From an optimization exercise on the open Yosys and OpenROAD flow, aimed at small area and a short achievable clock period; shortcuts taken in it are not production practice. In this exercise RTL edits were held to simulation tests only and were not proved equivalent to the original. Power is estimated from default activity; no workload was simulated.

// DilatedCausal1DConv
module DilatedCausal1DConv (
    input clk,
    input reset,
    input wire [127:0] x,
    output wire [127:0] y,
    input h_write,
    input [7:0] h_index_channel,
    input [7:0] h_index_filter,
    input [7:0] h_value
);
==> flow/config.mk <==
export PLATFORM = sky130hd
export DESIGN_NAME = DilatedCausal1DConv
export DESIGN_NICKNAME = DilatedCausal1DConv
export VERILOG_FILES = /design/flow/design.v
export SDC_FILE = /design/flow/constraint.sdc
export NUM_CORES = 4
export LEC_CHECK = 0
export CAP_MARGIN = 20
export CORE_MARGIN = 2
export CORE_UTILIZATION = 55
export PLACE_DENSITY = 0.65
export SETUP_SLACK_MARGIN = 3.0
export SLEW_MARGIN = 20
export SYNTH_HIERARCHICAL = 1
export TNS_END_PERCENT = 0
==> flow/constraint.sdc <==
create_clock -name core_clock -period 7.0 [get_ports {clk}]
set_input_delay 1.4000 -clock core_clock [delete_from_list [all_inputs] [get_ports {clk}]]
set_output_delay 1.4000 -clock core_clock [all_outputs]
set_load 0.01 [all_outputs]
standard.sh (not shown) runs the stock make flow with config.mk's settings and CLKGATE_MAP_FILE= SYNTH_SCRIPT=/design/flow/synth_recipe.tcl, a recipe that flattens the netlist after the stock synthesis.
==> flow/flow/run.sh <==
#!/bin/bash
set -euo pipefail
export BUFFER_PORTS_ARGS="-buffer_cell sky130_fd_sc_hd__buf_4"
bash standard.sh finish > standard.log 2>&1
Change:
SETUP_SLACK_MARGIN = 2.2   (was 3.0)
After rerunning: The changed run produced a clean layout. Final cell count drops by a few percent. Die area stays the same. Routed wire length drops by a few percent. First-iteration DRC count drops by a few percent. Via count drops by a few percent. Synthesized cell count does not change. Global-route usage drops by 1.2 points. Final area drops by a few percent. Area after synthesis stays the same. Combinational power drops by roughly a tenth.

========
== build 30 ==
DilatedCausal1DConv again, from the RTL that the note above started with.
## DilatedCausal1DConv
module DilatedCausal1DConv (
    input clk,
    input reset,
    input wire [127:0] x,
    output wire [127:0] y,
    input h_write,
    input [7:0] h_index_channel,
    input [7:0] h_index_filter,
    input [7:0] h_value
);
    reg [39:0] xd [0:15];      
    reg [23:0] h [0:15];       
    reg [24:0] rv [0:15];   
    wire [24:0] rn [0:15];
    integer i;
    always @(posedge clk or posedge reset) begin
        if (reset) begin
            for (i = 0; i < 16; i = i + 1) xd[i] <= 40'd0;
        end else begin
            for (i = 0; i < 16; i = i + 1) xd[i] <= {xd[i][31:0], x[8*i +: 8]};
        end
    end
    localparam [23:0] HINV = {8'd3, 8'd2, 8'd1};
    wire wr_ok = h_write && (h_index_channel[7:4] == 4'd0);
    always @(posedge clk or posedge reset) begin
        if (reset) begin
            for (i = 0; i < 16; i = i + 1) h[i] <= 24'd0;
        end else begin
            for (i = 0; i < 16; i = i + 1) begin
                if (wr_ok && h_index_channel[3:0] == i && h_index_filter == 8'd0) h[i][7:0]   <= h_value ^ HINV[7:0];
                if (wr_ok && h_index_channel[3:0] == i && h_index_filter == 8'd1) h[i][15:8]  <= h_value ^ HINV[15:8];
                if (wr_ok && h_index_channel[3:0] == i && h_index_filter == 8'd2) h[i][23:16] <= h_value ^ HINV[23:16];
            end
        end
    end
  ...
==> flow/config.mk <==
export PLATFORM = sky130hd
export DESIGN_NAME = DilatedCausal1DConv
export DESIGN_NICKNAME = DilatedCausal1DConv
export VERILOG_FILES = /design/flow/design.v
export SDC_FILE = /design/flow/constraint.sdc
export NUM_CORES = 4
export LEC_CHECK = 0
export CAP_MARGIN = 20
export CORE_MARGIN = 2
export CORE_UTILIZATION = 62
export PLACE_DENSITY = 0.72
export SETUP_SLACK_MARGIN = 2.5
export SLEW_MARGIN = 20
export SYNTH_HIERARCHICAL = 1
export TNS_END_PERCENT = 0
==> flow/constraint.sdc <==
create_clock -name core_clock -period 7.0 [get_ports {clk}]
set_input_delay 1.4000 -clock core_clock [delete_from_list [all_inputs] [get_ports {clk}]]
set_output_delay 1.4000 -clock core_clock [all_outputs]
set_load 0.01 [all_outputs]
==> flow/flow/run.sh <==
#!/bin/bash
set -euo pipefail
export BUFFER_PORTS_ARGS="-buffer_cell sky130_fd_sc_hd__buf_2"
bash standard.sh finish > standard.log 2>&1
Build 30: PASS, flow complete, no timing, DRC or antenna violations
> inputs changed (build 30 -> trial 38)
- a change of CORE_UTILIZATION from 62 to 55
- a change of PLACE_DENSITY from 0.72 to 0.65
==> flow/flow/run.sh <==
#!/bin/bash
set -euo pipefail
export BUFFER_PORTS_ARGS="-buffer_cell sky130_fd_sc_hd__buf_4"
bash standard.sh finish > standard.log 2>&1
Notes after the runs:
Trial 38: all stages complete, timing, DRC and antenna checks passed. Reported clock group power, trial 38 vs build 30: up by a few percent. Looking at trial 38 and build 30, the wire length after detailed routing is a wash. STATUS clock period minus final worst setup slack: trial 38 wins against build 30. [diff] total power, trial 38 relative to build 30: regression.

[afterwards: timing with drivers on the ports]
In the flow no input, the clock included, has a driving cell. The finished layouts below were timed again as built, in two steps.
Step 1 (the two cells are an assumption about what drives the block):
set clk [get_ports {clk}]
set_driving_cell -lib_cell sky130_fd_sc_hd__clkbuf_16 $clk
set_driving_cell -lib_cell sky130_fd_sc_hd__buf_2 [delete_from_list [all_inputs] $clk]
Step 2 moves the port delays by t, midway between the first and last clock arrival at a register: inputs arrive t later, outputs are due t later. That takes back most of the time a late clock gives input paths.
Three values: no drivers, after step 1, after step 2; two values: the first two.
run	shift t [ns]	slack for setup (ns)	clock arrival spread, ns	pins driven straight from the clock port
the first run of note 1	0.935	2.582 / 2.572 / 2.582	0.039 / 0.040	1
the second run of note 1	0.938	2.241 / 2.140 / 2.345	0.040 / 0.040	1
build 30	0.911	2.460 / 2.400 / 2.460	0.043 / 0.043	1
trial 38	0.940	2.503 / 2.421 / 2.503	0.040 / 0.041	1
After both steps setup and hold are still met in every run listed.
